Context: an optimization exercise on an open-source flow, tuned for small area. The choices shown serve that exercise and are no tape-out recipe. Only simulation tests tie the RTL to the original design; equivalence was not proved. The flow treats the clock pin as an ideal source, which a real chip does not have. Power is estimated from default activity; no workload was simulated.

==> flow/constraint.sdc <==
create_clock -name core_clock -period 5.0 [get_ports {clock}]
set_input_delay 1.0000 -clock core_clock [delete_from_list [all_inputs] [get_ports {clock}]]
set_output_delay 1.0000 -clock core_clock [all_outputs]
set_load 0.01 [all_outputs]
==> flow/flow/abc.script <==
strash
&get -n
&dch -f
&nf -R 1000
&put
topo
==> flow/standard.sh <==
#!/bin/bash
# synth_recipe.tcl (not shown) runs the flow's synth.tcl, then flattens the netlist and writes it again
# the make line also repeats each setting of config.mk as NAME=value (left out here)
make -C /OpenROAD-flow-scripts/flow DESIGN_CONFIG=/design/flow/config.mk WORK_HOME=/design/flow/orfs CLKGATE_MAP_FILE= SYNTH_SCRIPT=/design/flow/synth_recipe.tcl "${@:-finish}"
==> flow/flow/synth.tcl <==
# The standard flow's synthesis script, with the technology mapping of the logic done by
# a different ABC script (flow/abc.script, area-oriented). The registers and
# everything else are as synth_recipe.tcl makes them.
proc abc {args} {
  set out {}
  set skip 0
  foreach a $args {
    if {$skip} { set skip 0; continue }
    if {$a eq "-script"} {
      lappend out -script $::env(MY_ABC_SCRIPT)
      set skip 1
      continue
    }
    lappend out $a
  }
  yosys abc {*}$out
}
source $::env(MY_WORK)/synth_recipe.tcl
==> flow/design.v <==
module rcloss #(
    parameter REGLEN = 19,
    parameter FEEDBACK = 0,
    parameter SYNCBITPOS = 0
) (
    input clock,
    input load,        
    input first,
    input keybit,      
    input majority,
    output exposed,
    output sync
);
    reg [REGLEN - 1:0] register;
    wire sh = (majority == register[SYNCBITPOS]);
    wire a = load ? ~first : sh;
    wire b = ~load & ~sh;
    wire [REGLEN - 1:0] shifted = {register[REGLEN - 2:1], register[0] & ~(load & first), ^(register & FEEDBACK)};
    wire [REGLEN - 1:0] inj = {{(REGLEN - 2){1'b0}}, keybit, 1'b0};
    always @(posedge clock)
        register <= (({REGLEN {a}} & shifted) | ({REGLEN {b}} & register)) ^ inj;
    assign exposed = register[REGLEN - 1];
    assign sync = register[SYNCBITPOS];
endmodule
module cipher (
    input in,
    input [85:0] seq,
    input clock,
    input control,
    input reset,
    output out
);
    reg [1:0] lo;
    reg [4:0] hi;
    always @(posedge clock) begin
        lo <= reset ? {lo[0], ~(lo[0] | lo[1])} : 2'b00;
        hi <= reset ? {hi[3:0], ~(hi[4] ^ hi[2])} : 5'd0;
    end
    wire first = ~|{lo, hi};
    wire [2:0] sel = {lo[1], lo[0], ~(lo[0] | lo[1])};
    wire [30:0] ngroup;
    keygroups groups (.seq(seq), .sel(sel), .ngroup(ngroup));
    wire [31:0] ngroupx = {ngroup[30], ngroup};
    wire keybit = reset & ~ngroupx[hi];
    wire F;
    wire outR1, outR2, outR3;
    wire syncR1, syncR2, syncR3;
    rcloss #(.REGLEN(19), .FEEDBACK(19'h07200), .SYNCBITPOS(8)) loss1 (
        .clock(clock), .load(reset), .first(first), .keybit(keybit),
        .majority(F), .exposed(outR1), .sync(syncR1));
    rcloss #(.REGLEN(22), .FEEDBACK(22'h300000), .SYNCBITPOS(10)) loss2 (
        .clock(clock), .load(reset), .first(first), .keybit(keybit),
        .majority(F), .exposed(outR2), .sync(syncR2));
    rcloss #(.REGLEN(23), .FEEDBACK(23'h700100), .SYNCBITPOS(10)) loss3 (
        .clock(clock), .load(reset), .first(first), .keybit(keybit),
        .majority(F), .exposed(outR3), .sync(syncR3));
    assign F = syncR1 & syncR2 | syncR1 & syncR3 | syncR2 & syncR3;
    assign out = (control && !reset) ? in ^ outR1 ^ outR2 ^ outR3 : 1'b0;
endmodule
module keygroups (
    input [85:0] seq,
    input [2:0] sel,
    output [30:0] ngroup
);
    assign ngroup[0] = ~(seq[0] & sel[0] | seq[31] & sel[1] | seq[62] & sel[2]);
    assign ngroup[1] = ~(seq[63] & sel[0] | seq[1] & sel[1] | seq[32] & sel[2]);
    assign ngroup[2] = ~(seq[42] & sel[0] | seq[73] & sel[1] | seq[11] & sel[2]);
    assign ngroup[3] = ~(seq[33] & sel[0] | seq[64] & sel[1] | seq[2] & sel[2]);
    assign ngroup[4] = ~(seq[39] & sel[0] | seq[70] & sel[1] | seq[8] & sel[2]);
    assign ngroup[5] = ~(seq[12] & sel[0] | seq[43] & sel[1] | seq[74] & sel[2]);
    assign ngroup[6] = ~(seq[27] & sel[0] | seq[58] & sel[1]);
    assign ngroup[7] = ~(seq[3] & sel[0] | seq[34] & sel[1] | seq[65] & sel[2]);
    assign ngroup[8] = ~(seq[9] & sel[0] | seq[40] & sel[1] | seq[71] & sel[2]);
    assign ngroup[9] = ~(seq[25] & sel[1] | seq[56] & sel[2]);
    assign ngroup[10] = ~(seq[75] & sel[0] | seq[13] & sel[1] | seq[44] & sel[2]);
    assign ngroup[11] = ~(seq[15] & sel[0] | seq[46] & sel[1] | seq[77] & sel[2]);
    assign ngroup[12] = ~(seq[28] & sel[1] | seq[59] & sel[2]);
    assign ngroup[13] = ~(seq[84] & sel[0] | seq[22] & sel[1] | seq[53] & sel[2]);
    assign ngroup[14] = ~(seq[66] & sel[0] | seq[4] & sel[1] | seq[35] & sel[2]);
    assign ngroup[15] = ~(seq[48] & sel[0] | seq[79] & sel[1] | seq[17] & sel[2]);
    assign ngroup[16] = ~(seq[30] & sel[0] | seq[61] & sel[1]);
    assign ngroup[17] = ~(seq[72] & sel[0] | seq[10] & sel[1] | seq[41] & sel[2]);
    assign ngroup[18] = ~(seq[69] & sel[0] | seq[7] & sel[1] | seq[38] & sel[2]);
    assign ngroup[19] = ~(seq[57] & sel[0] | seq[26] & sel[2]);
    assign ngroup[20] = ~(seq[24] & sel[0] | seq[55] & sel[1]);
    assign ngroup[21] = ~(seq[45] & sel[0] | seq[76] & sel[1] | seq[14] & sel[2]);
    assign ngroup[22] = ~(seq[21] & sel[0] | seq[52] & sel[1] | seq[83] & sel[2]);
    assign ngroup[23] = ~(seq[78] & sel[0] | seq[16] & sel[1] | seq[47] & sel[2]);
    assign ngroup[24] = ~(seq[60] & sel[0] | seq[29] & sel[2]);
    assign ngroup[25] = ~(seq[6] & sel[0] | seq[37] & sel[1] | seq[68] & sel[2]);
    assign ngroup[26] = ~(seq[54] & sel[0] | seq[85] & sel[1] | seq[23] & sel[2]);
    assign ngroup[27] = ~(seq[51] & sel[0] | seq[82] & sel[1] | seq[20] & sel[2]);
    assign ngroup[28] = ~(seq[36] & sel[0] | seq[67] & sel[1] | seq[5] & sel[2]);
    assign ngroup[29] = ~(seq[81] & sel[0] | seq[19] & sel[1] | seq[50] & sel[2]);
    assign ngroup[30] = ~(seq[18] & sel[0] | seq[49] & sel[1] | seq[80] & sel[2]);
endmodule
==> flow/config.mk <==
export PLATFORM = sky130hd
export DESIGN_NAME = cipher
export DESIGN_NICKNAME = cipher
export VERILOG_FILES = /design/flow/design.v
export SDC_FILE = /design/flow/constraint.sdc
export NUM_CORES = 4
export LEC_CHECK = 0
export ABC_AREA = 1
export CAP_MARGIN = 20
export CORE_MARGIN = 2
export CORE_UTILIZATION = 65
export SLEW_MARGIN = 20
export SYNTH_HIERARCHICAL = 1
==> flow/flow/run.sh <==
#!/bin/bash
# Own layout flow: the standard layout, with an area-oriented ABC mapping
# in synthesis and the ports buffered with the smallest buffer.
set -euo pipefail
W=$(pwd)
export MY_WORK=$W
export MY_ABC_SCRIPT=$W/flow/abc.script
# The platform's don't-use cells, and the larger buffers, so that repair
# buffers high-fanout nets with small ones.
PLATFORM_DONT_USE=$(make -s -C "$FLOW_HOME" DESIGN_CONFIG=$W/config.mk WORK_HOME=$W/orfs print-DONT_USE_CELLS 2>/dev/null | sed -n 's/^DONT_USE_CELLS: //p')
[[ "$PLATFORM_DONT_USE" == *lpflow* ]] || { echo "no platform don't-use list"; exit 1; }
EXTRA_DONT_USE="sky130_fd_sc_hd__buf_4 sky130_fd_sc_hd__buf_6 sky130_fd_sc_hd__buf_8 sky130_fd_sc_hd__buf_12 sky130_fd_sc_hd__buf_16 sky130_fd_sc_hd__bufbuf_8 sky130_fd_sc_hd__bufbuf_16"
echo "platform dont-use: $PLATFORM_DONT_USE" > $W/dont_use.log
bash standard.sh SYNTH_SCRIPT=$W/flow/synth.tcl \
  "BUFFER_PORTS_ARGS=-buffer_cell sky130_fd_sc_hd__buf_1" "CTS_ARGS=-sink_clustering_enable -repair_clock_nets -dont_use_dummy_load -buf_list sky130_fd_sc_hd__clkbuf_4 -root_buf sky130_fd_sc_hd__clkbuf_8" "DONT_USE_CELLS=$PLATFORM_DONT_USE $EXTRA_DONT_USE" finish > $W/make_finish.log 2>&1
==> run notes, run 1 <==
- Max-cap violations: 0
- Avg Inst Size Synth: 12.65 sq um
- Inst Count DP: 365
- Vias per cell: 6.537
- Post-Syn Instances: 218
- Die Area: 4780 sq um
- GR Util All Layers: 27.20%
- Combinational family with the most area after synthesis: compound AO/OA/AOI/OAI gates
- Post-Synth Adder-Cell Area: 0.3630%
- Netlist cell types: 18
- Crit Path Class: flip-flop to flip-flop
- Leak: 1.196 nW
- Final std cells w/o fill: 374
- Seq pwr share: 52.4%
- Int Pwr: 0.001225 W
- CP arrival: 3.70 ns
- Clk slew on worst S/H paths: 0.06 ns
- Number of synthesized register bits: 71
- Core Util, Final: 82.14%
- Starting DRC count in detailed routing: 226
- WL/cell: 16.66 um
- Final Cycle Share: 70.33%
- VDD IR max: 0.3245 mV
- Total negative setup slack: 0 ns
- HPWL Detailed: 4360 um
- Via count: 2445
- Antenna violations before repair: 0
- Final GP Congestion: 0.8035
- Initial Util: 68.45%
- Simple-Gate Fraction of Synth Area: 3.040%
- Fin. max-slew vios: 0
- Critical path fanouts, max: 31
- Post-CTS sizing: 0
- Worst-Skew Late Latency: 0.34 ns
- Seq/Total Area, Yosys: 51.54%
- Nets: 416
- Fillers: 258
- Inserted Clock Buffers: 9
- GRT Residual Overflow: 0
- Area delta synth->final: 20.01%
- Hold Vio Cnt, Final: 0
- Logic gate share of total power: 28.9%
- Status: complete, no violations
- Root buf cell: clkbuf_8
- Post-DP Area: 3186 sq um
- WP data required: 5.18 ns
- CTS tree: yes
- Place WS: 1.605 ns
- Synth Area in XOR/XNOR: 4.764%
- Psw: 0.0005568 W
- Total core area: 4029 sq um
- DRC viols: 0
- Syn. warnings: 10
- Layout cells sized above 1: 5.864%
- Largest net degree at the start of global routing: 32
- Drt total wl: 6232 um
- # rows: 23
- Worst-Margin Slew: 0.9981 ns
- Number of global-route vias before repair: 2377
- Unrepaired setup endpoints after global routing: no
- Synthesized area: 2758 sq um
- Register area: 1421 sq um
- Die Width: 69.14 um
- DR pass1 iterations: 8
- Cell Pwr Density: 538.5 nW/um^2
- Rel. slew slack: 33.37%
- I/O pin total: 91
- Fmax: 284.4 MHz
- First-pass GRT wire length: 10640 um
- Mux share of post-synthesis cell area: 7.713%
- Max Clock Skew: 0.03370 ns
- Htree depth: 3
- # Post-CTS Setup Buffers: 0
- Die Y: 69.14 um
- TritonCTS Sinks: 71
- Fin area: 3309 sq um
- Final WS setup: 1.483 ns
- Post-route ant nets: 0
- Footprint of the multi-input gates: 1333 sq um
- Clock network power share: 18.8%
- Crit path capture type: flip-flop
- Post-synthesis compound-gate area fraction: 32.44%
- Type of origin of the critical path: flip-flop
- Hold-fix buffers, CTS: 0
- Final min period: 3.517 ns
- IO Port Bufs: 90
- Final setup fails: 0
- N_diodes: 0
- Switching share of power: 31.24%
- Post-synthesis net count: 308
- Clock Tree Buf Depth: 2
- Hold Path Class: flip-flop to flip-flop
## layout make-up
type,count,area share [%]
inverter,1,0.1134
timing repair buffer,97,11.04
clock buffer,9,3.743
multi-input combinational,146,40.26
tap,50,1.890
sequential,71,42.95
## modules after synthesis, one instance, submodules excluded, excerpt
module,area [sq um],times used,flip-flops and latches
cipher,486.7,1,7
keygroups,292.8,1,0
## registers in the layout, summed over array words and instances (netlist names)
name and cells:
hi 5, lo 2, loss1.register 19, loss2.register 22, loss3.register 23
## kinds of logic after synthesis
group | after synthesis
AO/OA/AOI/OAI | 103
adder cells (fa/ha/maj) | 1
AND/OR/NAND/NOR | 17
buffers and inverters | 1
multiplexers | 10
XOR/XNOR | 15
flip-flops | 71
## power groups by stage
stage          registers (W)  logic [W]  clock network (W)
3_3_place_gp        0.000931   0.000489                  0
5_1_grt             0.000958   0.000570           0.000362
3_5_place_dp        0.000940   0.000510                  0
6_report            0.000933   0.000515           0.000334
4_1_cts             0.000931   0.000515           0.000339
2_1_floorplan       0.000896   0.000403                  0
## synth_stat cells
library cell	instances	area, sq um
xor2_1	3	26.28
a211oi_1	1	7.510
nand2_1	4	15.01
o21ai_0	2	10.01
nor2_1	5	18.77
maj3_1	1	10.01
o21a_1	1	7.510
dfxtp_1	71	1421
a21oi_1	4	20.02
clkinv_1	1	3.750
xnor2_1	12	105.1
a22oi_1	10	75.07
nor4_1	1	6.260
mux4_2	9	202.7
and2_0	7	43.79
a222oi_1	24	240.2
a22o_1	61	534.3
mux2i_1	1	10.01
## through the flow
stage               hold WS (ns)  total power, W
floorplan                 0.4428        0.001299
global placement          0.4473        0.001419
detailed placement        0.4567        0.001450
CTS                       0.4584        0.001786
global route              0.4780        0.001890
finish                    0.4662        0.001782
## placed cells by master (no fill, tap or decap)
cell	n
and2_0	7
a222oi_1	24
o21ai_0	2
mux4_2	9
a21oi_1	4
a22oi_1	10
xor2_1	3
nor4_1	1
o21a_1	1
a211oi_1	1
a22o_1	61
mux2i_1	1
buf_1	96
clkinv_1	1
dfxtp_1	71
xnor2_1	12
buf_2	1
nor2_1	5
nand2_1	4
maj3_1	1
clkbuf_8	9
## path summary, 6_finish.rpt
check	startpoint	end	slack, ns	depth (start not counted)
max	lo[0]$_SDFF_PN0_	loss3.register[1]$_DFF_P_	1.48	9
min	loss3.register[4]$_DFF_P_	loss3.register[5]$_DFF_P_	0.47	1
max reg2reg	lo[0]$_SDFF_PN0_	loss3.register[1]$_DFF_P_	1.48	9
min reg2reg	loss3.register[4]$_DFF_P_	loss3.register[5]$_DFF_P_	0.47	1
## per-layer routing
metal	GRT usage, %	part of all wire (%)
met1	35.88	43
met2	41.35	48
met3	7.602	6.5
met4	13.07	2.5
met5	0	0
## critical path, cell delays in order (launching register included)
cell and delay [ns]:
dfxtp_1 0.61, nor2_1 0.55, buf_2 0.46, a222oi_1 0.18, mux4_2 0.51, mux4_2 0.45, nand2_1 0.08, nand2_1 0.05
a21oi_1 0.34, xnor2_1 0.13
==> inputs of run 2 (changes only) <==
--- a/flow/flow/run.sh
+++ b/flow/flow/run.sh
@@ -14,2 +14,2 @@
 bash standard.sh SYNTH_SCRIPT=$W/flow/synth.tcl \
-  "BUFFER_PORTS_ARGS=-buffer_cell sky130_fd_sc_hd__buf_1" "CTS_ARGS=-sink_clustering_enable -repair_clock_nets -dont_use_dummy_load -buf_list sky130_fd_sc_hd__clkbuf_4 -root_buf sky130_fd_sc_hd__clkbuf_8" "DONT_USE_CELLS=$PLATFORM_DONT_USE $EXTRA_DONT_USE" finish > $W/make_finish.log 2>&1
+  "BUFFER_PORTS_ARGS=-buffer_cell sky130_fd_sc_hd__buf_1" "CTS_ARGS=-sink_clustering_enable -repair_clock_nets -dont_use_dummy_load -buf_list sky130_fd_sc_hd__clkbuf_4 -root_buf sky130_fd_sc_hd__clkbuf_16" "DONT_USE_CELLS=$PLATFORM_DONT_USE $EXTRA_DONT_USE" finish > $W/make_finish.log 2>&1
==> run 2 against run 1 <==
Effect of this change: still clean on timing, DRC and antenna; synthesized cell count unchanged; sequential share of layout area is 1.3 points lower; first-iteration DRC count is 23% higher; highest routed layer unchanged.
==> run notes, run 2 <==
- First-pass GRT wire length: 11840 um
- Root buf cell: clkbuf_16
- Clk slew on worst S/H paths: 0.05 ns
- Crit path capture type: flip-flop
- Fmax: 277.6 MHz
- Hold Path Class: flip-flop to flip-flop
- N_diodes: 0
- Post-DP Area: 3186 sq um
- Hold Vio Cnt, Final: 0
- Layout cells sized above 1: 5.864%
- Initial Util: 68.45%
- WL met1: 2844 um
- Cell Pwr Density: 582.9 nW/um^2
- Post-synthesis compound-gate area fraction: 32.44%
- # Post-CTS Setup Buffers: 0
- CTS tree: yes
- Met3 WL: 438 um
- Seq/Total Area, Yosys: 51.54%
- Antenna violations before repair: 0
- Die Width: 69.14 um
- Crit Path Class: flip-flop to flip-flop
- # rows: 23
- Fin area: 3411 sq um
- Number of global-route vias before repair: 2546
- Hold-fix buffers, CTS: 0
- Max reg flops: 23
- Worst r2r dst: loss2.register[1]$_DFF_P_
- Die Area: 4780 sq um
- Netlist cell types: 18
- I/O pin total: 91
- WP data required: 5.18 ns
- Fin. max-slew vios: 0
- Inserted Clock Buffers: 9
- Type of origin of the critical path: flip-flop
- CP top delay family: multiplexers
- Combinational family with the most area after synthesis: compound AO/OA/AOI/OAI gates
- Worst-Skew Late Latency: 0.33 ns
- DRC viols: 0
- Hold worst-path end: loss3.register[12]$_DFF_P_
- Psw: 0.0006070 W
- Worst path bufs/invs: 1
- Hold-critical path depth: 1
- Largest stage delay, worst path: 0.61 ns
- Worst R2R Setup Slack: 1.40 ns
- Cells on worst reg2reg path: 9
- Final min period: 3.603 ns
- Met2 wire length: 3397 um
- Top cell type's share of synthesized area: 51.54%
- Drt total wl: 6929 um
- DR pass1 iterations: 6
- Synth Area in XOR/XNOR: 4.764%
- Dominant cell type by area after synthesis: dfxtp_1
- Largest cells by area after synthesis: dfxtp_1 52%, a22o_1 19%, a222oi_1 8.7%
- Most frequent cells in the layout: 96 x buf_1, 71 x dfxtp_1, 61 x a22o_1
- Int Pwr: 0.001381 W
- Top Registers: loss3.register: 23 flops, loss2.register: 22 flops, loss1.register: 19 flops
- Switching share of power: 30.53%
- Post-route ant nets: 0
- Logic gate share of total power: 26.8%
- Worst-Margin Slew: 1.000 ns
- Post-Synth Adder-Cell Area: 0.3630%
- Slowest cell on crit path: dfxtp_1
- Final Cycle Share: 72.05%
- Max Clock Skew: 0.02180 ns
- VDD IR max: 0.3670 mV
- Fillers: 237
- Final setup fails: 0
- Vias per cell: 6.754
- Status: complete, no violations
- Final GP Congestion: 0.8035
- Post-synth top cells: 71 x dfxtp_1, 61 x a22o_1, 24 x a222oi_1, 12 x xnor2_1, 10 x a22oi_1
- Core Util, Final: 84.66%
- Seq pwr share: 47.6%
- Most common cell after layout, fill and taps aside: buf_1
- Rel. slew slack: 33.22%
- Mux share of post-synthesis cell area: 7.713%
- Async SR Flop Fraction: 0%
- Post-CTS sizing: 0
- Total negative setup slack: 0 ns
- Post-synthesis net count: 308
- TritonCTS Sinks: 71
- GRT Residual Overflow: 0
- Starting DRC count in detailed routing: 278
- Htree depth: 3
- WL/cell: 18.53 um
- Unrepaired setup endpoints after global routing: no
- Via count: 2526
- HPWL Detailed: 4360 um
- Syn. warnings: 10
- Post-synth top flop: dfxtp_1
- Max-cap violations: 0
- Synthesized area: 2758 sq um
- Highest routed layer: met4
- GR Util All Layers: 30.97%
- Largest net degree at the start of global routing: 32
- Number of synthesized flops with an enable pin: 0
- Leak: 1.243 nW
- IO Port Bufs: 90
- Die Y: 69.14 um
- Clock network power share: 25.7%
- Reg with most FFs: loss3.register
- Post-Syn Instances: 218
- CP arrival: 3.78 ns
- Nets: 416
- Simple-Gate Fraction of Synth Area: 3.040%
- Total core area: 4029 sq um
- Most common cell in the netlist: dfxtp_1
- Number of synthesized register bits: 71
- R2r startpoint: lo[0]$_SDFF_PN0_
- Avg Inst Size Synth: 12.65 sq um
- Area delta synth->final: 23.68%
- Critical path fanouts, max: 31
- CP cell instances: nor2_1 -> buf_2 -> a222oi_1 -> mux4_2 -> mux4_2 -> nand2_1 -> nand2_1 -> a21oi_1 -> xnor2_1
- Clock Tree Buf Depth: 2
- Min-Delay Startpoint: loss3.register[11]$_DFF_P_
run 2: worst max-delay path by stage:
stage | from | end | slack [ns] | cells past startpoint
6_report | lo[0]$_SDFF_PN0_ | loss2.register[1]$_DFF_P_ | 1.40 | 9
5_1_grt | lo[0]$_SDFF_PN0_ | loss2.register[1]$_DFF_P_ | 1.21 | 9
4_1_cts | lo[0]$_SDFF_PN0_ | loss2.register[1]$_DFF_P_ | 1.49 | 9
3_5_place_dp | lo[0]$_SDFF_PN0_ | loss2.register[1]$_DFF_P_ | 1.60 | 9
3_3_place_gp | lo[1]$_SDFF_PN0_ | loss2.register[1]$_DFF_P_ | 1.73 | 9
2_1_floorplan | lo[0]$_SDFF_PN0_ | loss1.register[1]$_DFF_P_ | 1.68 | 8
run 2: worst reg2reg max path, delay by kind of cell (launching register included):
family / cells / cell delay [ns]
AO/OA/AOI/OAI: 2 / 0.61
multiplexers: 2 / 0.96
buffers and inverters: 1 / 0.45
flip-flops: 1 / 0.61
XOR/XNOR: 1 / 0.16
AND/OR/NAND/NOR: 3 / 0.67
run 2: final cells by class:
class                      instances  area [sq um]  share of cell area (%)
clock buffer                       9         225.2                   6.603
timing repair buffer              97         365.4                   10.71
tap                               50         62.56                   1.834
sequential                        71          1421                   41.67
multi-input combinational        146          1333                   39.07
inverter                           1         3.754                  0.1101
run 2: per-module statistics from Yosys, one instance, submodules excluded, excerpt:
module / copies in the design / cell area (sq um) / flops+latches / cells
keygroups: 1 / 292.8 / 0 / 31
cipher: 1 / 486.7 / 7 / 40
run 2: kinds of logic (layout without fill, tap and decap cells):
| kind of cell | Yosys count | in the layout |
|---|---|---|
| AO/OA/AOI/OAI | 103 | 103 |
| flip-flops | 71 | 71 |
| AND/OR/NAND/NOR | 17 | 17 |
| XOR/XNOR | 15 | 15 |
| multiplexers | 10 | 10 |
| adder cells (fa/ha/maj) | 1 | 1 |
| buffers and inverters | 1 | 107 |
run 2: power groups by stage:
stage	Combinational, W	Clock (W)	Sequential (W)
floorplan	0.000403	0	0.000896
global placement	0.000489	0	0.000931
detailed placement	0.000510	0	0.000940
CTS	0.000531	0.000514	0.000941
global route	0.000591	0.000541	0.000968
finish	0.000532	0.000510	0.000946
run 2: per-stage QoR:
step                      instances  hold WS [ns]  total power [W]  setup slack (ns)
after floorplan                 218        0.4428         0.001299             1.679
after global placement          365        0.4473         0.001419             1.733
after detailed placement        365        0.4567         0.001450             1.605
after CTS                       374        0.4688         0.001986             1.488
after global routing            374        0.4886         0.002100             1.212
final                           374        0.4646         0.001988             1.397
run 2: layer usage:
metal	vias up	track usage [%]
met3	23	9.064
met5	-	0
met4	0	13.51
met1	1221	38.30
met2	124	50.32
li1	1158	-
==> inputs of run 3 (changes only) <==
==> flow/flow/run.sh (replaced) <==
#!/bin/bash
# Own layout flow: the standard layout, with an area-oriented ABC mapping
# in synthesis and the ports buffered with the smallest buffer.
set -euo pipefail
W=$(pwd)
export MY_WORK=$W
export MY_ABC_SCRIPT=$W/flow/abc.script
bash standard.sh SYNTH_SCRIPT=$W/flow/synth.tcl \
  "BUFFER_PORTS_ARGS=-buffer_cell sky130_fd_sc_hd__buf_1" "CTS_ARGS=-sink_clustering_enable -repair_clock_nets -dont_use_dummy_load -buf_list sky130_fd_sc_hd__clkbuf_4" finish > $W/make_finish.log 2>&1
==> run 3 against run 2 <==
Effect of this change: design area is 3.8% lower; die area unchanged; largest power group unchanged; power shrank 14%; synthesized cell count did not move; worst hold slack worse by 0.017 ns; combinational power about the same; first-iteration DRC count fell by 12%; core utilization is 3.2 points lower; largest cell class unchanged; clock power shrank 52%; sequential share of layout area is 1.7 points higher; non-clock buffer count is the same; setup slack improved by 0.18 ns.
==> run notes, run 3 <==
- Worst-Skew Late Latency: 0.40 ns
- HPWL Detailed: 4253 um
- Drt total wl: 6025 um
- Max Clock Skew: 0.04439 ns
- Post-synthesis net count: 308
- Clock Tree Buf Depth: 2
- Clk slew on worst S/H paths: 0.10 ns
- Post-Synth Adder-Cell Area: 0.3630%
- Most common cell in the netlist: dfxtp_1
- Largest net degree at the start of global routing: 32
- GR Util All Layers: 26.70%
- Max-cap violations: 0
- Seq/Total Area, Yosys: 51.54%
- Clock network power share: 14.2%
- Post-DP Area: 3211 sq um
- Seq pwr share: 54.7%
- Int Pwr: 0.001162 W
- Netlist cell types: 18
- Place WS: 1.324 ns
- Avg Inst Size Synth: 12.65 sq um
- Final Cycle Share: 68.36%
- Initial Util: 68.45%
- DRC viols: 0
- Most common cell after layout, fill and taps aside: buf_1
- Die Width: 69.14 um
- Crit path capture type: flip-flop
- Min-Delay Startpoint: loss2.register[1]$_DFF_P_
- Final WS setup: 1.582 ns
- Fin area: 3281 sq um
- Post-synth top flop: dfxtp_1
- Number of global-route vias before repair: 2341
- Syn. warnings: 10
- Antenna violations before repair: 0
- Rel. slew slack: 32.40%
- Die Y: 69.14 um
- Final GP Congestion: 0.7874
- Layout cells sized above 1: 8.025%
- N_diodes: 0
- Vias per cell: 6.385
- GRT Residual Overflow: 0
- Async SR Flop Fraction: 0%
- Mux share of post-synthesis cell area: 7.713%
- Hold Vio Cnt, Final: 0
- Hold-fix buffers, CTS: 0
- Post-synthesis compound-gate area fraction: 32.44%
- Most frequent cells in the layout: 90 x buf_1, 71 x dfxtp_1, 61 x a22o_1
- Critical path fanouts, max: 29
- DR pass1 iterations: 10
- TritonCTS Sinks: 71
- Largest cells by area after synthesis: dfxtp_1 52%, a22o_1 19%, a222oi_1 8.7%
- WL/cell: 16.11 um
- Fin. max-slew vios: 0
- R2r startpoint: lo[1]$_SDFF_PN0_
- Power Total: 0.001704 W
- Post-synth top cells: 71 x dfxtp_1, 61 x a22o_1, 24 x a222oi_1, 12 x xnor2_1, 10 x a22oi_1
- Starting DRC count in detailed routing: 245
- Type of origin of the critical path: flip-flop
- VDD IR max: 0.2949 mV
- Unrepaired setup endpoints after global routing: no
- Final min period: 3.418 ns
- CTS tree: yes
- Logic gate share of total power: 31.1%
- Post-Syn Instances: 218
- Area delta synth->final: 18.97%
- Synthesized area: 2758 sq um
- Nets: 416
- Top Registers: loss3.register: 23 flops, loss2.register: 22 flops, loss1.register: 19 flops
- Crit. Startpoint: lo[1]$_SDFF_PN0_
- Fmax: 292.6 MHz
- Post-route ant nets: 0
- Final setup fails: 0
- Cell Pwr Density: 519.6 nW/um^2
- Switching share of power: 31.82%
- Combinational family with the most area after synthesis: compound AO/OA/AOI/OAI gates
- Htree depth: 3
- Psw: 0.0005424 W
- Total negative setup slack: 0 ns
- Simple-Gate Fraction of Synth Area: 3.040%
- IO Port Bufs: 90
- Max reg flops: 23
- Total core area: 4029 sq um
- Number of synthesized flops with an enable pin: 0
- Reg with most FFs: loss3.register
- Number of synthesized register bits: 71
- Inserted Clock Buffers: 9
- WP data required: 5.23 ns
- Die Area: 4780 sq um
- Top cell type's share of synthesized area: 51.54%
- Dominant cell type by area after synthesis: dfxtp_1
- I/O pin total: 91
- Status: complete, no violations
- Fillers: 262
- Post-CTS sizing: 0
- Root buf cell: clkbuf_4
- # Post-CTS Setup Buffers: 0
- Synth Area in XOR/XNOR: 4.764%
- First-pass GRT wire length: 10350 um
- Worst-Margin Slew: 1.013 ns
- Fin Hold WS: 0.4471 ns
- Via count: 2388
- Hold Path Class: flip-flop to flip-flop
- CP arrival: 3.65 ns
- # rows: 23
- Crit Path Class: flip-flop to flip-flop
- Leak: 1.197 nW
==> run 3: cell counts after synthesis <==
Identical to the previous run, type by type.
==> run 3: through the flow <==
stage / std cells / utilization [%]
after detailed placement: 365 / 79.69
after global routing: 374 / 81.43
after CTS: 374 / 81.37
final: 374 / 81.43
after floorplan: 218 / -
after global placement: 365 / 79.69
==> run 3: per-module statistics from Yosys (local to each module, per instance), a selection <==
module	flip-flops and latches	area, sq um	cells
cipher	7	486.7	40
keygroups	0	292.8	31
==> run 3: cells by family after synthesis <==
| group | after synthesis |
|---|---|
| compound gates | 103 |
| xor+xnor | 15 |
| fa+ha+maj | 1 |
| buf+inv | 1 |
| flops | 71 |
| mux | 10 |
| simple gates | 17 |
==> run 3: layout make-up <==
| type | count | area (sq um) | area share (%) |
|---|---|---|---|
| Inverter | 1 | 3.754 | 0.1144 |
| Sequential cell | 71 | 1421 | 43.33 |
| Timing Repair Buffer | 97 | 390.4 | 11.90 |
| Multi-Input combinational cell | 146 | 1335 | 40.69 |
| Tap cell | 50 | 62.56 | 1.907 |
| Clock buffer | 9 | 67.56 | 2.059 |
==> run 3: metal layers <==
layer	part of all wire (%)	track usage (%)	wire [um]
met3	5.8	8.918	347
met2	49	41.35	2955
met1	45	34.83	2695
met5	0	0	0
met4	0.45	10.02	27
==> run 3: power by group through the flow <==
stage	Clock (W)	Combinational, W	Sequential, W
detailed placement	0	0.000528	0.000939
finish	0.000243	0.000530	0.000932
CTS	0.000248	0.000531	0.000929
global placement	0	0.000505	0.000932
floorplan	0	0.000403	0.000896
global route	0.000267	0.000587	0.000960
==> run 3: worst max-delay path, cell delays in order, from the launching register on <==
cell	delay, ns
dfxtp_1	0.61
nor2_2	0.71
buf_4	0.30
a22oi_1	0.11
mux4_2	0.49
mux4_2	0.46
nand2_1	0.08
nand2_1	0.05
a21oi_1	0.34
xnor2_1	0.13
==> run 3: path summary, 6_finish.rpt <==
check	end	slack, ns	depth (start not counted)
min reg2reg	loss2.register[2]$_DFF_P_	0.45	1
max	loss2.register[1]$_DFF_P_	1.58	9
max reg2reg	loss2.register[1]$_DFF_P_	1.58	9
min	loss2.register[2]$_DFF_P_	0.45	1
==> inputs of run 4 (changes only) <==
==> flow/flow/run.sh (replaced) <==
#!/bin/bash
# Own layout flow: the standard layout, with an area-oriented ABC mapping
# in synthesis and the ports buffered with the smallest buffer.
set -euo pipefail
W=$(pwd)
export MY_WORK=$W
export MY_ABC_SCRIPT=$W/flow/abc.script
export MY_CLOCK_PORT=clock
# The platform's don't-use cells, and the larger buffers, so that repair
# buffers high-fanout nets with small ones.
PLATFORM_DONT_USE=$(make -s -C "$FLOW_HOME" DESIGN_CONFIG=$W/config.mk WORK_HOME=$W/orfs print-DONT_USE_CELLS 2>/dev/null | sed -n 's/^DONT_USE_CELLS: //p')
[[ "$PLATFORM_DONT_USE" == *lpflow* ]] || { echo "no platform don't-use list"; exit 1; }
EXTRA_DONT_USE="sky130_fd_sc_hd__buf_4 sky130_fd_sc_hd__buf_6 sky130_fd_sc_hd__buf_8 sky130_fd_sc_hd__buf_12 sky130_fd_sc_hd__buf_16 sky130_fd_sc_hd__bufbuf_8 sky130_fd_sc_hd__bufbuf_16"
echo "platform dont-use: $PLATFORM_DONT_USE" > $W/dont_use.log
bash standard.sh SYNTH_SCRIPT=$W/flow/synth.tcl \
  "BUFFER_PORTS_ARGS=-buffer_cell sky130_fd_sc_hd__buf_1" "CTS_ARGS=-sink_clustering_enable -repair_clock_nets -dont_use_dummy_load -buf_list sky130_fd_sc_hd__clkbuf_4" "DONT_USE_CELLS=$PLATFORM_DONT_USE $EXTRA_DONT_USE" "POST_CTS_TCL=$W/flow/post_cts.tcl" finish > $W/make_finish.log 2>&1
==> flow/flow/post_cts.tcl (new file) <==
# After clock tree synthesis: upsize the clock tree's root buffer (the one the
# clock port drives) to clkbuf_8, and every leaf buffer that drives more than
# 11 flip-flops, so that all flip-flop clock pins stay well inside the slew
# limit.
set block [ord::get_db_block]
set clk_net [$block findNet $::env(MY_CLOCK_PORT)]
set changed 0
proc upsize {inst why} {
  puts "Upsizing clock buffer [$inst getName] ($why) to sky130_fd_sc_hd__clkbuf_8"
  replace_cell [$inst getName] sky130_fd_sc_hd__clkbuf_8
}
foreach it [$clk_net getITerms] {
  set root [$it getInst]
  if {[[$root getMaster] getName] ne "sky130_fd_sc_hd__clkbuf_4"} { continue }
  upsize $root root
  incr changed
  foreach rit [$root getITerms] {
    if {![$rit isOutputSignal]} { continue }
    foreach lit [[$rit getNet] getITerms] {
      set leaf [$lit getInst]
      if {$leaf eq $root} { continue }
      if {[[$leaf getMaster] getName] ne "sky130_fd_sc_hd__clkbuf_4"} { continue }
      foreach oit [$leaf getITerms] {
        if {![$oit isOutputSignal]} { continue }
        set sinks [expr {[llength [[$oit getNet] getITerms]] - 1}]
        if {$sinks > 11} {
          upsize $leaf "$sinks sinks"
          incr changed
        }
      }
    }
  }
}
if {$changed} {
  detailed_placement
  check_placement -verbose
  estimate_parasitics -placement
}
==> run 4 against run 3 <==
Effect of this change: largest power group unchanged; critical endpoint is now loss3.register[1]$_DFF_P_; design area decreased by 0.46%; register-to-register slack got worse by 0.04 ns; highest routed layer unchanged; clock power up 9.9%; still clean on timing, DRC and antenna; largest cell class unchanged.
==> run notes, run 4 <==
- Status: complete, no violations
- N_diodes: 0
- Drt total wl: 6178 um
- Top cell type's share of synthesized area: 51.54%
- Number of synthesized flops with an enable pin: 0
- Synthesized area: 2758 sq um
- Fin Hold WS: 0.4631 ns
- Area delta synth->final: 18.42%
- Max reg flops: 23
- Final WS setup: 1.543 ns
- DRC viols: 0
- Starting DRC count in detailed routing: 259
- Final GP Congestion: 0.8035
- WL/cell: 16.52 um
- Most common cell in the netlist: dfxtp_1
- Final std cells w/o fill: 374
- Via count: 2435
- Netlist cell types: 18
- Cell Pwr Density: 524.5 nW/um^2
- Initial Util: 68.45%
- Fillers: 270
- Place WS: 1.605 ns
- TritonCTS Sinks: 71
- Final min period: 3.457 ns
- Final setup fails: 0
- CP cell instances: nor2_1 -> buf_2 -> a222oi_1 -> mux4_2 -> mux4_2 -> nand2_1 -> nand2_1 -> a21oi_1 -> xnor2_1
- Total core area: 4029 sq um
- Hold-critical path depth: 1
- DR pass1 iterations: 8
- Max Clock Skew: 0.02897 ns
- GRT Residual Overflow: 0
- Die Width: 69.14 um
- Unrepaired setup endpoints after global routing: no
- Seq/Total Area, Yosys: 51.54%
- Hold worst-path end: loss2.register[17]$_DFF_P_
- Post-synthesis net count: 308
- Fmax: 289.2 MHz
- CTS tree: yes
- Post-Syn Instances: 218
- Leak: 1.178 nW
- Worst-Margin Slew: 0.9883 ns
- Max-cap violations: 0
- # rows: 23
- Type of origin of the critical path: flip-flop
- Largest net degree at the start of global routing: 32
- CP arrival: 3.65 ns
- Antenna violations before repair: 0
- Met1 Track Usage GR: 35.88%
- Die Area: 4780 sq um
- Worst r2r dst: loss3.register[1]$_DFF_P_
- GR Util All Layers: 27.17%
- Critical path fanouts, max: 31
- R2r startpoint: lo[0]$_SDFF_PN0_
- Slowest cell on crit path: dfxtp_1
- Most common cell after layout, fill and taps aside: buf_1
- IO Port Bufs: 90
- Core Util, Final: 81.06%
- Syn. warnings: 10
- Post-synth top flop: dfxtp_1
- Number of global-route vias before repair: 2389
- Async SR Flop Fraction: 0%
- Largest stage delay, worst path: 0.62 ns
- Avg Inst Size Synth: 12.65 sq um
- GRT met2 Usage: 41.56%
- Rel. slew slack: 34.02%
- Crit path capture type: flip-flop
- Vias per cell: 6.511
- Cells on worst reg2reg path: 9
- Most frequent cells in the layout: 96 x buf_1, 71 x dfxtp_1, 61 x a22o_1
- Largest cells by area after synthesis: dfxtp_1 52%, a22o_1 19%, a222oi_1 8.7%
- Top Registers: loss3.register: 23 flops, loss2.register: 22 flops, loss1.register: 19 flops
- Met3 Track Usage GR: 7.164%
- Min-Delay Startpoint: loss2.register[16]$_DFF_P_
- Inst Count DP: 365
- Final Cycle Share: 69.14%
- Fin. max-slew vios: 0
- Worst R2R Setup Slack: 1.54 ns
- Total negative setup slack: 0 ns
- WP data required: 5.19 ns
- GR peak layer: met2
- HPWL Detailed: 4360 um
- Worst-Skew Late Latency: 0.34 ns
- Dominant cell type by area after synthesis: dfxtp_1
- Post-synth top cells: 71 x dfxtp_1, 61 x a22o_1, 24 x a222oi_1, 12 x xnor2_1, 10 x a22oi_1
- Hold Path Class: flip-flop to flip-flop
- Clk slew on worst S/H paths: 0.10 ns
- Hold Vio Cnt, Final: 0
- Post-route ant nets: 0
- Crit Path Class: flip-flop to flip-flop
- I/O pin total: 91
- Nets: 416
- Reg with most FFs: loss3.register
- Layout cells sized above 1: 5.864%
- First-pass GRT wire length: 10520 um
- Number of synthesized register bits: 71
- VDD IR max: 0.3025 mV
- Die Y: 69.14 um
==> run 4: how the worst max path moves through the flow <==
stage | startpoint | to | slack, ns
after floorplan | lo[0]$_SDFF_PN0_ | loss1.register[1]$_DFF_P_ | 1.68
after global placement | lo[1]$_SDFF_PN0_ | loss2.register[1]$_DFF_P_ | 1.73
after detailed placement | lo[0]$_SDFF_PN0_ | loss2.register[1]$_DFF_P_ | 1.60
after global routing | lo[0]$_SDFF_PN0_ | loss2.register[1]$_DFF_P_ | 1.28
final | lo[0]$_SDFF_PN0_ | loss3.register[1]$_DFF_P_ | 1.54
==> run 4: cell families after synthesis <==
logic type	synth area share [%]
AOI/OAI and AO/OA	32.44
DFF	51.54
and+or+nand+nor	3.040
xor gates and xnor gates	4.764
muxes	7.713
buffers and inverters	0.1360
adders and majority gates	0.3630
==> run 4: layout make-up <==
cell class              instances  area, sq um  area share (%)
clock buffers                   9        80.08           2.452
well taps                      50        62.56           1.916
flip-flops and latches         71         1421           43.52
inverters                       1        3.754          0.1149
multi-input cells             146         1333           40.80
repair buffers                 97        365.4           11.19
==> run 4: layer usage <==
metal / share of wire (%) / routed length [um]
met1: 44 / 2725
met2: 48 / 2945
met3: 6.2 / 380
met4: 2.1 / 127
met5: 0 / 0
==> run 4: per-module statistics from Yosys (local to each module, per instance), excerpt <==
module     area [sq um]  copies in the design  cells
cipher            486.7                     1     40
keygroups         292.8                     1     31
==> run 4: power by group <==
group / switching [W] / internal (W) / total (W)
Sequential: 0.000151 / 0.000781 / 0.000932
Combinational: 0.000231 / 0.000283 / 0.000515
Clock: 0.000165 / 0.000102 / 0.000267
==> run 4: worst max-delay path: cells and delay by family (launching register included) <==
| family | cells | cell delay, ns |
|---|---|---|
| xor+xnor | 1 | 0.11 |
| buf+inv | 1 | 0.45 |
| flops | 1 | 0.62 |
| compound gates | 2 | 0.52 |
| mux | 2 | 0.95 |
| simple gates | 3 | 0.67 |
==> run 4: per-stage QoR <==
stage	power, W	instance area [sq um]
floorplan	0.001299	2758
global placement	0.001419	3186
detailed placement	0.001450	3186
global route	0.001821	3266
finish	0.001713	3266
==> inputs of run 5 (changes only) <==
==> flow/flow/run.sh (replaced) <==
#!/bin/bash
# Own layout flow: the standard layout (standard.sh), with
#  - an area-oriented ABC mapping in synthesis (flow/synth.tcl, flow/abc.script);
#    the registers are the standard synthesis's;
#  - the ports buffered with the smallest buffer (buf_1);
#  - clock tree buffers clkbuf_4 without dummy loads, the root and any leaf
#    with more than 11 flip-flops upsized to clkbuf_8 (flow/post_cts.tcl);
#  - the larger buf_* cells kept out of repair, so that it buffers
#    high-fanout nets with small buffers.
# make's whole output goes to make_finish.log; ORFS keeps each step's log
# under orfs/logs/.
set -euo pipefail
W=$(pwd)
export MY_WORK=$W
export MY_ABC_SCRIPT=$W/flow/abc.script
export MY_CLOCK_PORT=clock
PLATFORM_DONT_USE=$(make -s -C "$FLOW_HOME" DESIGN_CONFIG=$W/config.mk WORK_HOME=$W/orfs print-DONT_USE_CELLS 2>/dev/null | sed -n 's/^DONT_USE_CELLS: //p')
[[ "$PLATFORM_DONT_USE" == *lpflow* ]] || { echo "no platform don't-use list"; exit 1; }
EXTRA_DONT_USE="sky130_fd_sc_hd__buf_4 sky130_fd_sc_hd__buf_6 sky130_fd_sc_hd__buf_8 sky130_fd_sc_hd__buf_12 sky130_fd_sc_hd__buf_16 sky130_fd_sc_hd__bufbuf_8 sky130_fd_sc_hd__bufbuf_16"
echo "platform dont-use: $PLATFORM_DONT_USE" > $W/dont_use.log
bash standard.sh SYNTH_SCRIPT=$W/flow/synth.tcl \
  "BUFFER_PORTS_ARGS=-buffer_cell sky130_fd_sc_hd__buf_1" \
  "CTS_ARGS=-sink_clustering_enable -repair_clock_nets -dont_use_dummy_load -buf_list sky130_fd_sc_hd__clkbuf_4" \
  "DONT_USE_CELLS=$PLATFORM_DONT_USE $EXTRA_DONT_USE" \
  "POST_CTS_TCL=$W/flow/post_cts.tcl" \
  finish > $W/make_finish.log 2>&1
--- a/flow/flow/post_cts.tcl
+++ b/flow/flow/post_cts.tcl
@@ -28,2 +28,6 @@
           incr changed
+        } elseif {$sinks <= 6} {
+          puts "Downsizing clock buffer [$leaf getName] ($sinks sinks) to sky130_fd_sc_hd__clkbuf_2"
+          replace_cell [$leaf getName] sky130_fd_sc_hd__clkbuf_2
+          incr changed
         }
==> run 5 against run 4 <==
Effect of this change: still clean on timing, DRC and antenna; sequential share of layout area about the same; critical path depth unchanged; die area unchanged; via count decreased by 0.37%; global-route usage unchanged; flip-flop and latch count unchanged; critical endpoint unchanged.
==> run notes, run 5 <==
- Max-cap violations: 0
- Die Width: 69.14 um
- Max Clock Skew: 0.03554 ns
- Hold Vio Cnt, Final: 0
- Most common cell after layout, fill and taps aside: buf_1
- Status: complete, no violations
- Largest cells by area after synthesis: dfxtp_1 52%, a22o_1 19%, a222oi_1 8.7%
- Max reg flops: 23
- CP arrival: 3.64 ns
- Unrepaired setup endpoints after global routing: no
- Met2 wire length: 2929 um
- Number of synthesized register bits: 71
- Met3 WL: 382 um
- Total core area: 4029 sq um
- Top Registers: loss3.register: 23 flops, loss2.register: 22 flops, loss1.register: 19 flops
- IO Port Bufs: 90
- TritonCTS Sinks: 71
- Number of global-route vias before repair: 2389
- # rows: 23
- Total negative setup slack: 0 ns
- Number of synthesized flops with an enable pin: 0
- GR Util All Layers: 27.17%
- Hold Path Class: flip-flop to flip-flop
- N_diodes: 0
- Synthesized area: 2758 sq um
- Post-synthesis net count: 308
- Worst-Skew Late Latency: 0.34 ns
- Antenna violations before repair: 0
- Die Area: 4780 sq um
- Initial Util: 68.45%
- Highest routed layer: met4
- VDD IR max: 0.3025 mV
- Netlist cell types: 18
- Avg Inst Size Synth: 12.65 sq um
- First-pass GRT wire length: 10520 um
- Worst path bufs/invs: 1
- Post-route ant nets: 0
- Fin. max-slew vios: 0
- Most common cell in the netlist: dfxtp_1
- Dominant cell type by area after synthesis: dfxtp_1
- Crit path capture type: flip-flop
- Worst-Margin Slew: 0.9931 ns
- Final GP Congestion: 0.8035
- Reg with most FFs: loss3.register
- HPWL Detailed: 4360 um
- Most frequent cells in the layout: 96 x buf_1, 71 x dfxtp_1, 61 x a22o_1
- Cell Pwr Density: 523.8 nW/um^2
- Via count: 2426
- WL met1: 2735 um
- Final min period: 3.451 ns
- Slowest cell on crit path: dfxtp_1
- WP data required: 5.19 ns
- Post-synth top cells: 71 x dfxtp_1, 61 x a22o_1, 24 x a222oi_1, 12 x xnor2_1, 10 x a22oi_1
- Top cell type's share of synthesized area: 51.54%
- Seq/Total Area, Yosys: 51.54%
- Final setup fails: 0
- Crit Path Class: flip-flop to flip-flop
- GRT Residual Overflow: 0
- Fin area: 3263 sq um
- CP top delay family: multiplexers
- Async SR Flop Fraction: 0%
- Critical path fanouts, max: 31
- Post-Syn Instances: 218
- Layout cells sized above 1: 5.864%
- Post-synth top flop: dfxtp_1
- WL/cell: 16.51 um
- Clk slew on worst S/H paths: 0.10 ns
- Vias per cell: 6.487
- CTS tree: yes
- Inst Count DP: 365
- Rel. slew slack: 33.71%
- Largest net degree at the start of global routing: 32
- DRC viols: 0
- Fin Hold WS: 0.4631 ns
- Syn. warnings: 10
- CP cell instances: nor2_1 -> buf_2 -> a222oi_1 -> mux4_2 -> mux4_2 -> nand2_1 -> nand2_1 -> a21oi_1 -> xnor2_1
- DR pass1 iterations: 7
- Nets: 416
- Die Y: 69.14 um
- Fmax: 289.7 MHz
- Leak: 1.178 nW
- Drt total wl: 6176 um
- Largest stage delay, worst path: 0.62 ns
- Power Total: 0.001709 W
- Starting DRC count in detailed routing: 264
- Final std cells w/o fill: 374
- Final Cycle Share: 69.03%
- Area delta synth->final: 18.33%
- I/O pin total: 91
- Type of origin of the critical path: flip-flop
- Post-DP Area: 3186 sq um
-- run 5: power by group --
group | leakage, nW | internal (W) | switching [W]
clock | 0.0461 | 0.0000978 | 0.000165
sequential | 0.582 | 0.000780 | 0.000151
combinational | 0.550 | 0.000283 | 0.000231
total | 1.18 | 0.00116 | 0.000547
-- run 5: final cells by class --
class	instances	area (sq um)
fillers	270	765.7
repair buffers	97	365.4
inverters	1	3.754
multi-input cells	146	1333
flip-flops and latches	71	1421
well taps	50	62.56
clock buffers	9	77.57
-- run 5: final timing paths --
kind / from / to / slack (ns) / depth (start not counted)
max reg2reg: lo[0]$_SDFF_PN0_ / loss3.register[1]$_DFF_P_ / 1.55 / 9
min reg2reg: loss2.register[16]$_DFF_P_ / loss2.register[17]$_DFF_P_ / 0.46 / 1
min: loss2.register[16]$_DFF_P_ / loss2.register[17]$_DFF_P_ / 0.46 / 1
max: lo[0]$_SDFF_PN0_ / loss3.register[1]$_DFF_P_ / 1.55 / 9
-- run 5: routing by layer --
metal	up-vias	GRT usage [%]
met1	1153	35.88
met4	0	13.07
met3	12	7.164
met2	110	41.56
li1	1151	-
met5	-	0
-- run 5: logic make-up after synthesis --
group                    synth area share (%)
XOR/XNOR                                4.764
buffers and inverters                  0.1360
adder cells (fa/ha/maj)                0.3630
AND/OR/NAND/NOR                         3.040
flip-flops                              51.54
multiplexers                            7.713
AO/OA/AOI/OAI                           32.44
-- run 5: through the flow --
stage	utilization, %	setup WS [ns]
after floorplan	-	1.679
after global placement	79.07	1.733
after detailed placement	79.07	1.605
after global routing	80.99	1.279
final	80.99	1.549
-- run 5: Yosys stat by module (local to each module, per instance), excerpt --
module | copies in the design | cells inside
cipher | 1 | 40
keygroups | 1 | 31
==> inputs of run 6 (changes only) <==
--- a/flow/flow/post_cts.tcl
+++ b/flow/flow/post_cts.tcl
@@ -28,6 +28,2 @@
           incr changed
-        } elseif {$sinks <= 6} {
-          puts "Downsizing clock buffer [$leaf getName] ($sinks sinks) to sky130_fd_sc_hd__clkbuf_2"
-          replace_cell [$leaf getName] sky130_fd_sc_hd__clkbuf_2
-          incr changed
         }
==> run 6 against run 5 <==
Effect of this change: still clean; die area unchanged; combinational power hardly changed; synthesized cell count is the same; register-to-register slack about the same; flip-flop and latch count did not move; maximum frequency is 0.17% lower; first-iteration DRC count is 1.9% lower; critical path type unchanged.
==> run notes, run 6 <==
- IO Port Bufs: 90
- TritonCTS Sinks: 71
- CP endpoint: loss3.register[1]$_DFF_P_
- Synthesized area: 2758 sq um
- Worst R2R Setup Slack: 1.54 ns
- Antenna violations before repair: 0
- Crit path capture type: flip-flop
- I/O pin total: 91
- Reg with most FFs: loss3.register
- CP arrival: 3.65 ns
- Initial Util: 68.45%
- Fmax: 289.2 MHz
- Leak: 1.178 nW
- Syn. warnings: 10
- Most common cell after layout, fill and taps aside: buf_1
- DRC viols: 0
- Worst-Margin Slew: 0.9883 ns
- Hold Vio Cnt, Final: 0
- Post-DP Area: 3186 sq um
- VDD IR max: 0.3025 mV
- Async SR Flop Fraction: 0%
- Via count: 2435
- Number of global-route vias before repair: 2389
- Cells on worst reg2reg path: 9
- Layout cells sized above 1: 5.864%
- Cell Pwr Density: 524.5 nW/um^2
- Post-Syn Instances: 218
- Top cell type's share of synthesized area: 51.54%
- # rows: 23
- Worst-Skew Late Latency: 0.34 ns
- HPWL Detailed: 4360 um
- Fillers: 270
- R2r startpoint: lo[0]$_SDFF_PN0_
- Crit Path Class: flip-flop to flip-flop
- Netlist cell types: 18
- Clk slew on worst S/H paths: 0.10 ns
- Avg Inst Size Synth: 12.65 sq um
- GR Util All Layers: 27.17%
- Fin area: 3266 sq um
- Post-synth top cells: 71 x dfxtp_1, 61 x a22o_1, 24 x a222oi_1, 12 x xnor2_1, 10 x a22oi_1
- Max reg flops: 23
- WP data required: 5.19 ns
- DR pass1 iterations: 8
- Unrepaired setup endpoints after global routing: no
- Total negative setup slack: 0 ns
- Fin Hold WS: 0.4631 ns
- Status: complete, no violations
- Final Cycle Share: 69.14%
- CTS tree: yes
- Worst r2r dst: loss3.register[1]$_DFF_P_
- Vias per cell: 6.511
- Number of synthesized register bits: 71
- Post-route ant nets: 0
- Starting DRC count in detailed routing: 259
- N_diodes: 0
- GRT Residual Overflow: 0
- Largest net degree at the start of global routing: 32
- Max Clock Skew: 0.02897 ns
- Rel. slew slack: 34.02%
- Post-synthesis net count: 308
- WL/cell: 16.52 um
- First-pass GRT wire length: 10520 um
- Area delta synth->final: 18.42%
- Max-cap violations: 0
- Fin. max-slew vios: 0
- Die Y: 69.14 um
- Crit. Startpoint: lo[0]$_SDFF_PN0_
- Number of synthesized flops with an enable pin: 0
- Most common cell in the netlist: dfxtp_1
- Most frequent cells in the layout: 96 x buf_1, 71 x dfxtp_1, 61 x a22o_1
- Final min period: 3.457 ns
- Type of origin of the critical path: flip-flop
- Final setup fails: 0
- Die Area: 4780 sq um
- Seq/Total Area, Yosys: 51.54%
- Largest cells by area after synthesis: dfxtp_1 52%, a22o_1 19%, a222oi_1 8.7%
- Post-synth top flop: dfxtp_1
- Final GP Congestion: 0.8035
- Critical path fanouts, max: 31
- Total core area: 4029 sq um
- Drt total wl: 6178 um
- Die Width: 69.14 um
- Dominant cell type by area after synthesis: dfxtp_1
- Nets: 416
- Hold Path Class: flip-flop to flip-flop
- Top Registers: loss3.register: 23 flops, loss2.register: 22 flops, loss1.register: 19 flops
-- run 6: cell counts after synthesis --
No cell type changed its count.
-- run 6: worst min path at each step --
stage | startpoint | endpoint | slack [ns] | cells past startpoint
6_report | loss2.register[16]$_DFF_P_ | loss2.register[17]$_DFF_P_ | 0.46 | 1
5_1_grt | loss3.register[4]$_DFF_P_ | loss3.register[5]$_DFF_P_ | 0.48 | 1
3_5_place_dp | loss3.register[17]$_DFF_P_ | loss3.register[18]$_DFF_P_ | 0.46 | 1
3_3_place_gp | loss1.register[11]$_DFF_P_ | loss1.register[12]$_DFF_P_ | 0.45 | 1
2_1_floorplan | loss1.register[10]$_DFF_P_ | loss1.register[11]$_DFF_P_ | 0.44 | 1
-- run 6: cell families (layout without fill, tap and decap cells) --
logic type / Yosys count / in the layout / synth area share (%)
multiplexers: 10 / 10 / 7.713
AO/OA/AOI/OAI: 103 / 103 / 32.44
adder cells (fa/ha/maj): 1 / 1 / 0.3630
buffers and inverters: 1 / 107 / 0.1360
AND/OR/NAND/NOR: 17 / 17 / 3.040
flip-flops: 71 / 71 / 51.54
XOR/XNOR: 15 / 15 / 4.764
-- run 6: per-layer routing --
layer  up-vias  part of all wire, %  GRT usage, %
li1       1152                    -             -
met1      1151                   44         35.88
met2       119                   48         41.56
met3        13                  6.2         7.164
met4         0                  2.1         13.07
met5         -                    0             0
-- run 6: Yosys stat by module (local to each module, per instance), a selection --
module     area, sq um  cells inside
cipher           486.7            40
keygroups        292.8            31
-- run 6: cell type report --
type,count,area (sq um),share of cell area (%)
clock buffer,9,80.08,2.452
sequential,71,1421,43.52
multi-input combinational,146,1333,40.80
tap,50,62.56,1.916
inverter,1,3.754,0.1149
timing repair buffer,97,365.4,11.19
-- run 6: through the flow --
| step | power (W) | utilization, % | cells | setup WS (ns) |
|---|---|---|---|---|
| after global routing | 0.001821 | 81.06 | 374 | 1.279 |
| final | 0.001713 | 81.06 | 374 | 1.543 |
| after global placement | 0.001419 | 79.07 | 365 | 1.733 |
| after detailed placement | 0.001450 | 79.07 | 365 | 1.605 |
| after floorplan | 0.001299 | - | 218 | 1.679 |
-- run 6: power breakdown --
part | switching, W | internal [W] | total (W) | leakage (nW)
clock | 0.000165 | 0.000102 | 0.000267 | 0.0466
sequential | 0.000151 | 0.000781 | 0.000932 | 0.582
combinational | 0.000231 | 0.000283 | 0.000515 | 0.550
total | 0.000547 | 0.00117 | 0.00171 | 1.18
-- run 6: worst max-delay path, cell delays in order, from the launching register on --
cell	delay [ns]
dfxtp_1	0.62
nor2_1	0.54
buf_2	0.45
a222oi_1	0.19
mux4_2	0.49
mux4_2	0.46
nand2_1	0.08
nand2_1	0.05
a21oi_1	0.33
xnor2_1	0.11

==> afterwards: timing with drivers on the ports <==
The flow's constraints put no driver on any port. The routed layouts listed below were extracted and timed again, unchanged, in two steps.
Step 1 sets driving cells, clkbuf_16 on the clock port and buf_2 on the other inputs (assumed; they add their load-dependent delay and slew).
Step 2 moves the port delays by t, midway between the first and last clock arrival at a register: inputs arrive t later, outputs are due t later. That takes back most of the time a late clock gives input paths.
Slacks: no drivers / after step 1 / after step 2; pairs: no drivers / after step 1.
run	shift t [ns]	setup WS [ns]	latest minus earliest clock arrival (ns)	worst slew at a driven data input, ns
run 1	0.354	1.483 / 1.483 / 1.483	0.034 / 0.034	0.04
run 2	0.350	1.397 / 1.397 / 1.397	0.022 / 0.022	0.04
run 3	0.399	1.582 / 1.582 / 1.582	0.044 / 0.045	0.04
run 4	0.353	1.543 / 1.543 / 1.543	0.029 / 0.029	0.04
run 5	0.350	1.549 / 1.549 / 1.549	0.035 / 0.036	0.04
run 6	0.353	1.543 / 1.543 / 1.543	0.029 / 0.029	0.04
After both steps every run listed still meets setup and hold.
